Context: an optimization exercise on an open-source flow, tuned for small area. The choices shown serve that exercise and are no tape-out recipe.
The RTL was checked by simulation tests, not by an equivalence proof against the original design.
No activity file was given, so power comes from the tool's default toggle rates.

Setup of ember:
Design MULTI_FIFOS, start of the top module:
module MULTI_FIFOS #(
    parameter DATA_WIDTH = 8,                        
    parameter FIFO_DEPTH = 16,                       
    parameter NUM_FIFOS = 4                          
)(
    input  wire CLK,
    input  wire RST_N,
    input  wire [NUM_FIFOS-1:0] WR_EN,                
    input  wire [NUM_FIFOS-1:0] RD_EN,                
    input  wire [NUM_FIFOS*DATA_WIDTH-1:0] DIN,       
    output wire [NUM_FIFOS*DATA_WIDTH-1:0] DOUT,     
    output wire [NUM_FIFOS-1:0] FULL,                
    output wire [NUM_FIFOS-1:0] EMPTY                
);
    genvar i;
    generate
        for (i=0; i<NUM_FIFOS; i=i+1) begin : fifo_instances
            FIFO #(
                .DATA_WIDTH(DATA_WIDTH),
                .FIFO_DEPTH(FIFO_DEPTH)
            ) fifo_inst (
                .CLK(CLK),
                .RST_N(RST_N),
                .WR_EN(WR_EN[i]),
                .RD_EN(RD_EN[i]),
                .DIN(DIN[(i + 1) * DATA_WIDTH - 1:i * DATA_WIDTH]),
                .DOUT(DOUT[(i + 1) * DATA_WIDTH - 1:i * DATA_WIDTH]),
                .FULL(FULL[i]),
                .EMPTY(EMPTY[i])
            );
        end
    endgenerate
endmodule
export LEC_CHECK = 0
export CAP_MARGIN = 0
export CORE_MARGIN = 2
export CORE_UTILIZATION = 70
export SLEW_MARGIN = 0
export SYNTH_HIERARCHICAL = 1
export SYNTH_MINIMUM_KEEP_SIZE = 0
create_clock -name core_clock -period 5.0 [get_ports {CLK}]
standard.sh (not shown) runs the stock make flow with config.mk's settings and CLKGATE_MAP_FILE= SYNTH_SCRIPT=/design/flow/synth_recipe.tcl, a recipe that flattens the netlist after the stock synthesis.
==> flow/flow/run.sh <==
#!/bin/bash
# Standard ORFS layout (standard.sh, unchanged synthesis) with three changes,
# all set in settings.sh: port buffers use the smallest buffer cell, clock
# tree synthesis uses small clock buffers without dummy loads, and after the
# placement repair, logic cells off the critical paths are sized down
# (recover.tcl). ORFS writes each step's log under orfs/logs; make's own
# output goes to flow_make.log.
set -euo pipefail
cd "$(dirname "$0")/.."
source flow/settings.sh
bash standard.sh > flow_make.log 2>&1
==> flow/flow/recover.tcl <==
# Downsize cells off the critical paths (area/power recovery) before detailed placement.
log_cmd repair_timing -recover_power 100
# Then try the smallest drive strength of every remaining logic gate,
# keeping the change only if the worst setup slack stays above 0.5 ns
# and no new slew or capacitance violation appears.
foreach inst [get_cells *] {
  set ref [get_property $inst ref_name]
  if { ![regexp {^(sky130_fd_sc_hd__[a-z0-9]+)_([2-9]|1[0-9])$} $ref -> base size] } { continue }
  if { [regexp {__(buf|clkbuf|inv|clkinv|df|edf|sdf|dl)} $base] } { continue }
  set small [get_lib_cells -quiet */${base}_1]
  if { [llength $small] == 0 } { set small [get_lib_cells -quiet */${base}_0] }
  if { [llength $small] == 0 } { continue }
  set slew0 [sta::max_slew_violation_count]
  set cap0 [sta::max_capacitance_violation_count]
  replace_cell $inst [lindex $small 0]
  estimate_parasitics -placement
  set after [sta::worst_slack_cmd max]
  set bad [expr { $after < 0.5e-9 || [sta::max_slew_violation_count] > $slew0 || [sta::max_capacitance_violation_count] > $cap0 }]
  if { $bad } {
    replace_cell $inst [get_lib_cells */$ref]
    estimate_parasitics -placement
  } else {
    puts "downsized [get_full_name $inst] $ref -> [get_name [lindex $small 0]]"
  }
}
==> flow/flow/settings.sh <==
export BUFFER_PORTS_ARGS="-buffer_cell sky130_fd_sc_hd__buf_1"
export CTS_ARGS="-sink_clustering_enable -repair_clock_nets -dont_use_dummy_load -sink_clustering_size 10 -sink_clustering_max_diameter 60 -buf_list {sky130_fd_sc_hd__clkbuf_2 sky130_fd_sc_hd__clkbuf_4}"
export POST_RESIZE_TCL="$PWD/flow/recover.tcl"
ember finished all stages; the layout is clean.
Setup changes, ember to xenon
--- a/flow/flow/run.sh
+++ b/flow/flow/run.sh
@@ -3,5 +3,5 @@
 # all set in settings.sh: port buffers use the smallest buffer cell, clock
 # tree synthesis uses small clock buffers without dummy loads, and after the
-# placement repair, logic cells off the critical paths are sized down
+# placement repair, cells off the critical paths are sized down
 # (recover.tcl). ORFS writes each step's log under orfs/logs; make's own
 # output goes to flow_make.log.
==> flow/flow/recover.tcl <==
# Downsize cells off the critical paths (area/power recovery) before detailed placement.
log_cmd repair_timing -recover_power 100
==> flow/flow/settings.sh <==
export BUFFER_PORTS_ARGS="-buffer_cell sky130_fd_sc_hd__buf_1"
export CTS_ARGS="-sink_clustering_enable -repair_clock_nets -dont_use_dummy_load -sink_clustering_size 10 -sink_clustering_max_diameter 60 -buf_list sky130_fd_sc_hd__clkbuf_4"
export POST_RESIZE_TCL="$PWD/flow/recover.tcl"
Looking at capture point of the critical path, the FULL[1] result is from ember; the FULL[2] one comes from xenon. Going from ember to xenon, hold slack lower; global-route usage over all layers higher; fraction of layout instances using a drive strength above 1 higher.
Edits applied to the flow inputs when going from xenon to harbor:
==> flow/flow/recover.tcl <==
# Downsize cells off the critical paths (area/power recovery) before detailed placement.
log_cmd repair_timing -recover_power 100
# Then try the smallest drive strength of every remaining logic gate,
# keeping the change only if the worst setup slack stays above 0.5 ns
# and no new slew or capacitance violation appears.
foreach inst [get_cells *] {
  set ref [get_property $inst ref_name]
  if { ![regexp {^(sky130_fd_sc_hd__[a-z0-9]+)_([2-9]|1[0-9])$} $ref -> base size] } { continue }
  if { [regexp {__(clkbuf|clkinv|df|edf|sdf|dl)} $base] } { continue }
  set small [get_lib_cells -quiet */${base}_1]
  if { [llength $small] == 0 } { set small [get_lib_cells -quiet */${base}_0] }
  if { [llength $small] == 0 } { continue }
  set slew0 [sta::max_slew_violation_count]
  set cap0 [sta::max_capacitance_violation_count]
  replace_cell $inst [lindex $small 0]
  estimate_parasitics -placement
  set after [sta::worst_slack_cmd max]
  set bad [expr { $after < 0.5e-9 || [sta::max_slew_violation_count] > $slew0 || [sta::max_capacitance_violation_count] > $cap0 }]
  if { $bad } {
    replace_cell $inst [get_lib_cells */$ref]
    estimate_parasitics -placement
  } else {
    puts "downsized [get_full_name $inst] $ref -> [get_name [lindex $small 0]]"
  }
}
--- outcome ---
Summary: with xenon as the reference, total wire length after detailed routing in harbor moved up slightly. Between harbor and xenon, the difference in design internal power is negligible. harbor ended with less global-route wire length before repair than xenon. [compare] base=xenon new=harbor: wire length the detailed router placed on met1 has increased, clock transition time at the flip-flop clock pins of the worst setup and hold paths has remained practically unchanged. For harbor, the startpoint of the worst setup timing path was fifo_instances[1].fifo_inst.u_ctrl.x[3]$_DFF_PN0_, unlike xenon, where it was fifo_instances[2].fifo_inst.u_ctrl.x[2]$_DFF_PN0_.
Edits applied to the flow inputs when going from harbor to lagoon:
--- a/flow/flow/recover.tcl
+++ b/flow/flow/recover.tcl
@@ -7,5 +7,5 @@
   set ref [get_property $inst ref_name]
   if { ![regexp {^(sky130_fd_sc_hd__[a-z0-9]+)_([2-9]|1[0-9])$} $ref -> base size] } { continue }
-  if { [regexp {__(clkbuf|clkinv|df|edf|sdf|dl)} $base] } { continue }
+  if { [regexp {__(buf|clkbuf|inv|clkinv|df|edf|sdf|dl)} $base] } { continue }
   set small [get_lib_cells -quiet */${base}_1]
   if { [llength $small] == 0 } { set small [get_lib_cells -quiet */${base}_0] }
[summary]
- Comparing harbor against lagoon, there is no change at all in number of I/O port buffers.
- harbor -> lagoon: per-cell routed wire length delta 0, exact match
- As far as mean instance size in the synthesized netlist goes, harbor and lagoon are indistinguishable; the numbers are identical.
- As far as count of buffers added by post-CTS timing repair for setup is concerned, lagoon and harbor perform about the same.
- Comparing harbor against lagoon, there is no change at all in final cycle utilization of the critical path.
- lagoon against harbor: aggregate global routing overflow closely matched the old numbers; power now sits at about the same level.

========
== main ==
The RTL this note starts from:
==> flow/design.v <==
module FIFO #(
    parameter DATA_WIDTH = 8,
    parameter FIFO_DEPTH = 16
)(
    input  wire CLK,
    input  wire RST_N,
    input  wire WR_EN,
    input  wire RD_EN,
    input  wire [DATA_WIDTH-1:0] DIN,
    output reg  [DATA_WIDTH-1:0] DOUT,
    output wire FULL,
    output wire EMPTY
);
    reg [DATA_WIDTH-1:0] mem [0:15];
    reg [4:0] sn;
    wire [4:0] s = ~sn;             
    assign EMPTY = s[4];
    assign FULL  = (s == 5'd15);
    wire wr_ok = WR_EN & ~RD_EN & ~FULL;
    wire rd_ok = RD_EN & ~WR_EN & ~EMPTY;
    integer k;
    always @(posedge CLK) begin
        if (wr_ok) begin
            mem[0] <= DIN;
            for (k = 1; k < 16; k = k + 1)
                mem[k] <= mem[k-1];
        end
    end
    always @(posedge CLK or negedge RST_N) begin
        if (!RST_N)
            sn <= 5'd0;
        else if (wr_ok)
            sn <= sn - 1'b1;
        else if (rd_ok)
            sn <= sn + 1'b1;
    end
    wire [15:0] oh;
    genvar g;
    generate
        for (g = 0; g < 16; g = g + 1) begin : dec
            assign oh[g] = rd_ok & (s[3:0] == g);
        end
    endgenerate
    wire hold = ~rd_ok & ~EMPTY;
    wire [DATA_WIDTH-1:0] dnext;
    generate
        for (g = 0; g < DATA_WIDTH; g = g + 1) begin : bit_
            wire [4:0] t;
            AO222 a0 (.a(mem[0][g]),  .sa(oh[0]),  .b(mem[1][g]),  .sb(oh[1]),  .c(mem[2][g]),  .sc(oh[2]),  .yn(t[0]));
            AO222 a1 (.a(mem[3][g]),  .sa(oh[3]),  .b(mem[4][g]),  .sb(oh[4]),  .c(mem[5][g]),  .sc(oh[5]),  .yn(t[1]));
            AO222 a2 (.a(mem[6][g]),  .sa(oh[6]),  .b(mem[7][g]),  .sb(oh[7]),  .c(mem[8][g]),  .sc(oh[8]),  .yn(t[2]));
            AO222 a3 (.a(mem[9][g]),  .sa(oh[9]),  .b(mem[10][g]), .sb(oh[10]), .c(mem[11][g]), .sc(oh[11]), .yn(t[3]));
            AO222 a4 (.a(mem[12][g]), .sa(oh[12]), .b(mem[13][g]), .sb(oh[13]), .c(mem[14][g]), .sc(oh[14]), .yn(t[4]));
            SELTAIL tl (.tn(t), .a(mem[15][g]), .sa(oh[15]), .b(DOUT[g]), .sb(hold), .y(dnext[g]));
        end
    endgenerate
    always @(posedge CLK or negedge RST_N) begin
        if (!RST_N)
            DOUT <= 0;
        else
            DOUT <= dnext;
    end
endmodule
module AO222 (
    input  wire a, sa, b, sb, c, sc,
    output wire yn
);
    assign yn = ~((a & sa) | (b & sb) | (c & sc));
endmodule
module SELTAIL (
    input  wire [4:0] tn,
    input  wire a, sa, b, sb,
    output wire y
);
    assign y = ~&tn | (a & sa) | (b & sb);
endmodule
module MULTI_FIFOS #(
    parameter DATA_WIDTH = 8,                        
    parameter FIFO_DEPTH = 16,                       
    parameter NUM_FIFOS = 4                          
)(
    input  wire CLK,
    input  wire RST_N,
    input  wire [NUM_FIFOS-1:0] WR_EN,                
    input  wire [NUM_FIFOS-1:0] RD_EN,                
    input  wire [NUM_FIFOS*DATA_WIDTH-1:0] DIN,       
    output wire [NUM_FIFOS*DATA_WIDTH-1:0] DOUT,     
    output wire [NUM_FIFOS-1:0] FULL,                
    output wire [NUM_FIFOS-1:0] EMPTY                
);
    genvar i;
    generate
        for (i=0; i<NUM_FIFOS; i=i+1) begin : fifo_instances
            FIFO #(
                .DATA_WIDTH(DATA_WIDTH),
                .FIFO_DEPTH(FIFO_DEPTH)
            ) fifo_inst (
                .CLK(CLK),
                .RST_N(RST_N),
                .WR_EN(WR_EN[i]),
                .RD_EN(RD_EN[i]),
                .DIN(DIN[(i + 1) * DATA_WIDTH - 1:i * DATA_WIDTH]),
                .DOUT(DOUT[(i + 1) * DATA_WIDTH - 1:i * DATA_WIDTH]),
                .FULL(FULL[i]),
                .EMPTY(EMPTY[i])
            );
        end
    endgenerate
endmodule
Settings: LEC_CHECK=0, CAP_MARGIN=20, CORE_MARGIN=2, CORE_UTILIZATION=40, SLEW_MARGIN=20, SYNTH_HIERARCHICAL=1, SYNTH_MINIMUM_KEEP_SIZE=0; clock period 5.0 ns.
run.sh (not shown) runs the stock make flow with config.mk's settings and CLKGATE_MAP_FILE= SYNTH_SCRIPT=/design/flow/synth_recipe.tcl, a recipe that flattens the netlist after the stock synthesis.
Stock flow here: none of the scripts above is used.
main ended with every stage complete and zero timing, DRC or antenna violations.
Edits applied to the flow inputs when going from main to the feature branch:
- swapping 40 for 60 in CORE_UTILIZATION
==> flow/flow/run.sh (new file) <==
#!/bin/bash
# Standard ORFS layout (standard.sh, unchanged synthesis) with two changes:
# port buffers use the smallest buffer cell, and clock tree synthesis uses
# small clock buffers without dummy loads.
set -euo pipefail
cd "$(dirname "$0")/.."
source flow/settings.sh
bash standard.sh > flow_make.log 2>&1
==> flow/flow/settings.sh (new file) <==
export BUFFER_PORTS_ARGS="-buffer_cell sky130_fd_sc_hd__buf_1"
export CTS_ARGS="-sink_clustering_enable -repair_clock_nets -dont_use_dummy_load -sink_clustering_size 20 -sink_clustering_max_diameter 50 -buf_list sky130_fd_sc_hd__clkbuf_8"
==> flow/standard.sh (new file) <==
#!/bin/bash
# synth_recipe.tcl (not shown) runs the flow's synth.tcl, then flattens the netlist and writes it again
# the make line also repeats each setting of config.mk as NAME=value (left out here)
make -C /OpenROAD-flow-scripts/flow DESIGN_CONFIG=/design/flow/config.mk WORK_HOME=/design/flow/orfs CLKGATE_MAP_FILE= SYNTH_SCRIPT=/design/flow/synth_recipe.tcl "${@:-finish}"
removed: flow/run.sh
==> comparison <==
Non-clock buffer count: the feature branch > main
Relative to main, count of inserted tapcells decreased by 33% in the feature branch.
For number of fill cells, dividing the value from main by the value from the feature branch gives 1.8.

========
Another version of the RTL of MULTI_FIFOS (not shown whole).
Size: about 82 I/O pins.
==> flow/config.mk <==
export PLATFORM = sky130hd
export DESIGN_NAME = MULTI_FIFOS
export DESIGN_NICKNAME = MULTI_FIFOS
export VERILOG_FILES = /design/flow/design.v
export SDC_FILE = /design/flow/constraint.sdc
export NUM_CORES = 4
export LEC_CHECK = 0
export CAP_MARGIN = 0
export CORE_MARGIN = 2
export CORE_UTILIZATION = 70
export SLEW_MARGIN = 0
export SYNTH_HIERARCHICAL = 1
export SYNTH_MINIMUM_KEEP_SIZE = 0
==> flow/constraint.sdc <==
create_clock -name core_clock -period 5.0 [get_ports {CLK}]
set_input_delay 1.0000 -clock core_clock [delete_from_list [all_inputs] [get_ports {CLK}]]
set_output_delay 1.0000 -clock core_clock [all_outputs]
set_load 0.01 [all_outputs]
standard.sh (not shown) runs the stock make flow with config.mk's settings and CLKGATE_MAP_FILE= SYNTH_SCRIPT=/design/flow/synth_recipe.tcl, a recipe that flattens the netlist after the stock synthesis.
==> flow/flow/run.sh <==
#!/bin/bash
# Standard ORFS layout (standard.sh, unchanged synthesis) with two changes:
# port buffers use the smallest buffer cell, and clock tree synthesis uses
# small clock buffers without dummy loads.
set -euo pipefail
cd "$(dirname "$0")/.."
source flow/settings.sh
bash standard.sh > flow_make.log 2>&1
==> flow/flow/recover.tcl <==
# Downsize cells off the critical paths (area/power recovery) before detailed placement.
log_cmd repair_timing -recover_power 100
==> flow/flow/settings.sh <==
export BUFFER_PORTS_ARGS="-buffer_cell sky130_fd_sc_hd__buf_1"
export CTS_ARGS="-sink_clustering_enable -repair_clock_nets -dont_use_dummy_load -sink_clustering_size 10 -sink_clustering_max_diameter 40 -buf_list sky130_fd_sc_hd__clkbuf_4"
export POST_RESIZE_TCL="$PWD/flow/recover.tcl"
The starting point finished with timing, DRC and antenna clean.
Then changed:
--- a/flow/config.mk
+++ b/flow/config.mk
@@ -8,5 +8,5 @@
 export CAP_MARGIN = 0
 export CORE_MARGIN = 2
-export CORE_UTILIZATION = 70
+export CORE_UTILIZATION = 80
 export SLEW_MARGIN = 0
 export SYNTH_HIERARCHICAL = 1
Result:
- The new run went through all stages and came out clean
- routed wire length rose by a few percent
- sequential share of layout area rose by 0.33 points
- via count rose by a few percent
- die area fell by roughly a tenth
- worst setup slack gets worse by 130 ps
- area after synthesis stays the same
- design area fell slightly
Then changed:
--- a/flow/config.mk
+++ b/flow/config.mk
@@ -8,5 +8,5 @@
 export CAP_MARGIN = 0
 export CORE_MARGIN = 2
-export CORE_UTILIZATION = 80
+export CORE_UTILIZATION = 60
 export SLEW_MARGIN = 0
 export SYNTH_HIERARCHICAL = 1
What happened: Count of clock-buffer cells in the layout came out higher by 3; sequential share of layout area came out lower by 0.63 points; power barely changes; combinational power came out lower by about 4%; cell count came out higher by 8.4%.
Then changed:
==> flow/flow/settings.sh (replaced) <==
export BUFFER_PORTS_ARGS="-buffer_cell sky130_fd_sc_hd__buf_1"
export CTS_ARGS="-sink_clustering_enable -repair_clock_nets -dont_use_dummy_load -sink_clustering_size 5 -sink_clustering_max_diameter 30 -buf_list sky130_fd_sc_hd__clkbuf_2"
export POST_RESIZE_TCL="$PWD/flow/recover.tcl"
--- a/flow/config.mk
+++ b/flow/config.mk
@@ -6,8 +6,8 @@
 export NUM_CORES = 4
 export LEC_CHECK = 0
-export CAP_MARGIN = 0
+export CAP_MARGIN = 20
 export CORE_MARGIN = 2
 export CORE_UTILIZATION = 60
-export SLEW_MARGIN = 0
+export SLEW_MARGIN = 20
 export SYNTH_HIERARCHICAL = 1
 export SYNTH_MINIMUM_KEEP_SIZE = 0
Wire length went up by 0.95%.
Sequential cell count is unchanged.
Cell count came out higher by 4.0%.
Clock skew is higher by 25 ps.
Total power is higher by 2.2%.
Sequential share of layout area falls by 0.56 points.
Via count is higher by 1.9%.
Worst hold slack gets worse by 190 ps.
Non-clock buffer count does not change.

==> static timing again, ports no longer ideal <==
How much do the figures lean on ideal ports? The routed layouts below were timed once more, with nothing changed but the port constraints. Step 1: set_driving_cell puts a clkbuf_16 on CLK and a buf_2 on each other input, an assumption about the parent block. Step 2 also shifts input and output timing later by t, the mid clock arrival at the registers, as if the neighbouring blocks saw the same clock. Slacks: ideal ports / drivers / drivers and shift; pairs: ideal ports / drivers.
run	shift t [ns]	slack for setup (ns)	worst setup path after step 2	latest minus earliest clock arrival (ns)
ember	0.726	1.767 / 1.721 / 1.654	input to register	0.056 / 0.056
xenon	0.707	1.695 / 1.649 / 1.686	input to register	0.077 / 0.077
harbor	0.726	1.767 / 1.721 / 1.654	input to register	0.056 / 0.056
lagoon	0.726	1.767 / 1.721 / 1.654	input to register	0.056 / 0.056
main	0.663	1.802 / 1.743 / 1.246	input to register	0.021 / 0.021
the feature branch	0.623	1.997 / 2.025 / 1.406	input to register	0.078 / 0.078
the first run of note 3	0.728	2.088 / 2.041 / 1.567	input to register	0.065 / 0.065
the second run of note 3	0.707	1.958 / 1.913 / 1.417	input to register	0.061 / 0.061
the third run of note 3	0.768	2.061 / 2.013 / 1.493	input to register	0.049 / 0.049
the fourth run of note 3	0.951	1.864 / 1.814 / 1.534	input to register	0.074 / 0.073
After both steps setup and hold are still met in every run listed. For the feature branch, which loses most, drivers alone change the setup slack by +0.028 ns; drivers and shift together by -0.591 ns.
